From an optimization exercise on the open Yosys and OpenROAD flow, aimed at small area; shortcuts taken in it are not production practice.
Function was checked by simulation only, so behaviour that the tests miss may differ from the original.

==> module add_operation, before the edit <==
module add_operation
(
	input				rst,
	input 				clk,
	input				ce,			 
	input				pc,			 
	input				chg,		 
	input 		[10:0]	add_times,
	input				at_nz,		 
	input				en,
	input		[11:0]	data_in,
	output	wire [22:0]	res,
	output	reg			res_ok
	);
	reg		[10:0]	cnt_add;
	reg		[11:0]	sum_lo;
	reg		[10:0]	sum_hi;
	reg				carry;
	reg		[22:0]	res_q;
	reg				flag_add_times_changed;
	assign	res = res_q;
	wire	clr  = ~en | flag_add_times_changed;
	wire	lt   = cnt_add < add_times;
	wire	run  = ~clr & ~pc;
	wire	keep = ~ce | (run & lt);
	wire	add  = ce & run;
	wire	ld   = ce & run & ~lt;
	wire	[12:0]	sum_plus = {1'b0, sum_lo} + {1'b0, data_in};
	wire	inc  = ce & ~clr & (pc ? at_nz : lt);
	always	@(posedge clk)	begin
		sum_lo	<= (sum_lo & {12{~ce}}) | (sum_plus[11:0] & {12{ce & run & lt}})
				 | (data_in & {12{ce & run & ~lt}});
		carry	<= ce & run & lt & sum_plus[12];
		sum_hi		<= keep ? sum_hi + {10'd0, carry} : 11'd0;
		cnt_add		<= (keep ? cnt_add : 11'd0) + {10'd0, inc};
	end
	always	@(posedge clk)	begin
		if (rst) begin
			flag_add_times_changed <= 1'b0;
			res_ok		<= 1'b0;
		end
		else begin
			if (ce)
				flag_add_times_changed <= en & chg;
			if (ce & clr)
				res_ok	<= 1'b0;
			else if (ld)
				res_ok	<= 1'b1;
		end
	end
	always	@(posedge clk)	begin
		if (ld)
			res_q <= {sum_hi, sum_lo};
	end
endmodule
Settings: LEC_CHECK=0, CAP_MARGIN=20, CORE_MARGIN=2, CORE_UTILIZATION=40, CTS_CLUSTER_DIAMETER=80, CTS_CLUSTER_SIZE=20, GPL_TIMING_DRIVEN=0, SETUP_SLACK_MARGIN=0.1, SLEW_MARGIN=20; clock period 5.0 ns.
standard.sh (not shown) runs the stock make flow with config.mk's settings and CLKGATE_MAP_FILE= SYNTH_SCRIPT=/design/flow/synth_recipe.tcl, a recipe that flattens the netlist after the stock synthesis.
==> flow/flow/run.sh <==
#!/bin/bash
# Layout flow: the standard synthesis, then the combinational logic re-mapped
# for area by Yosys/ABC (flip-flops untouched), then the standard ORFS layout
# with the port buffers made from buf_2. Each tool's output goes to a log here.
set -euo pipefail
W=$PWD
R=$W/orfs/results/sky130hd/ad9637_datapath/base
BP="BUFFER_PORTS_ARGS=-buffer_cell sky130_fd_sc_hd__buf_2"
LIB=$FLOW_HOME/platforms/sky130hd/lib/sky130_fd_sc_hd__tt_025C_1v80.lib
bash standard.sh "$BP" synth > make_synth.log 2>&1
cp "$R/1_2_yosys.v" "$W/std_1_2_yosys.v"
sed -e "s#@LIB@#$LIB#g" -e "s#@IN@#$W/std_1_2_yosys.v#" -e "s#@OUT@#$W/remap_1_2_yosys.v#" \
    -e "s#@ABC@#$W/flow/area.abc#" flow/remap.ys > remap_run.ys
yosys -s remap_run.ys > yosys_remap.log 2>&1
cp "$W/remap_1_2_yosys.v" "$R/1_2_yosys.v"
rm -f "$R/1_synth.odb" "$R/1_synth.sdc"
bash standard.sh "$BP" finish > make_finish.log 2>&1
==> flow/flow/area.abc <==
strash
dch -f
amap
strash
dch -f
amap
strash
dch -f
amap
strash
dch -f
amap
strash
dch -f
amap
strash
dch -f
amap
strash
dch -f
amap
strash
dch -f
amap
strash
dch -f
amap
strash
dch -f
amap
strash
dch -f
amap
strash
dch -f
amap
strash
dch -f
amap
strash
dch -f
amap
strash
dch -f
amap
strash
dch -f
amap
topo
==> flow/flow/remap.ys <==
# Re-map the combinational logic of the standard synthesis for area. The
# flip-flops (and tie cells) stay as the standard synthesis made them, with
# the same instance names and cell types.
read_liberty -ignore_miss_func @LIB@
read_verilog @IN@
hierarchy -top ad9637_datapath
setattr -mod -set keep_hierarchy 1 sky130_fd_sc_hd__df* sky130_fd_sc_hd__edf* sky130_fd_sc_hd__conb_1
flatten
blackbox sky130_fd_sc_hd__*
opt_clean -purge
abc -liberty @LIB@ -script @ABC@ -dont_use *lpflow* -dont_use *probe*
opt_clean -purge
read_liberty -lib -ignore_redef @LIB@
hilomap -singleton -hicell sky130_fd_sc_hd__conb_1 HI -locell sky130_fd_sc_hd__conb_1 LO
splitnets
opt_clean -purge
check -assert
stat -liberty @LIB@
write_verilog -noattr -nohex -nodec @OUT@
Rerun with:
--- a/flow/design.v
+++ b/flow/design.v
@@ -63,10 +63,7 @@
 	wire	add  = ce & run;
 	wire	ld   = ce & run & ~lt;
-	wire	[12:0]	sum_plus = {1'b0, sum_lo} + {1'b0, data_in};
 	wire	inc  = ce & ~clr & (pc ? at_nz : lt);
 	always	@(posedge clk)	begin
-		sum_lo	<= (sum_lo & {12{~ce}}) | (sum_plus[11:0] & {12{ce & run & lt}})
-				 | (data_in & {12{ce & run & ~lt}});
-		carry	<= ce & run & lt & sum_plus[12];
+		{carry, sum_lo}	<= {1'b0, keep ? sum_lo : 12'd0} + {1'b0, add ? data_in : 12'd0};
 		sum_hi		<= keep ? sum_hi + {10'd0, carry} : 11'd0;
 		cnt_add		<= (keep ? cnt_add : 11'd0) + {10'd0, inc};
The new run completed without violations.
Setup slack is worse by 0.046 ns.
Core utilization rises by 2.0 points.
Worst hold slack hardly moves.
Global-route usage barely changes.
Wire length hardly moves.
Die area went down by 1.3%.

[static timing again, ports no longer ideal]
The flow's constraints put no driver on any port. The routed layouts listed below were extracted and timed again, unchanged, in two steps. Step 1: set_driving_cell puts a clkbuf_16 on clk and a buf_2 on each other input, an assumption about the parent block. Step 2 adds t to the input delays and takes it off the output delays; t is the mean of the earliest and latest rising clock arrival at the registers after step 1. Input paths then give back, and output paths get back, about the clock's delay inside the block. Slacks: ideal ports / drivers / drivers and shift; pairs: ideal ports / drivers.
run	shift t [ns]	setup WS [ns]	worst slew at a driven data input, ns
the first run	0.772	0.274 / 0.325 / -0.447	0.34
the second run	0.758	0.228 / 0.122 / -0.637	0.18
Met with ideal ports but missed after step 2: setup timing in the first run and the second run. For the second run, which loses most, drivers alone change the setup slack by -0.106 ns; drivers and shift together by -0.865 ns.
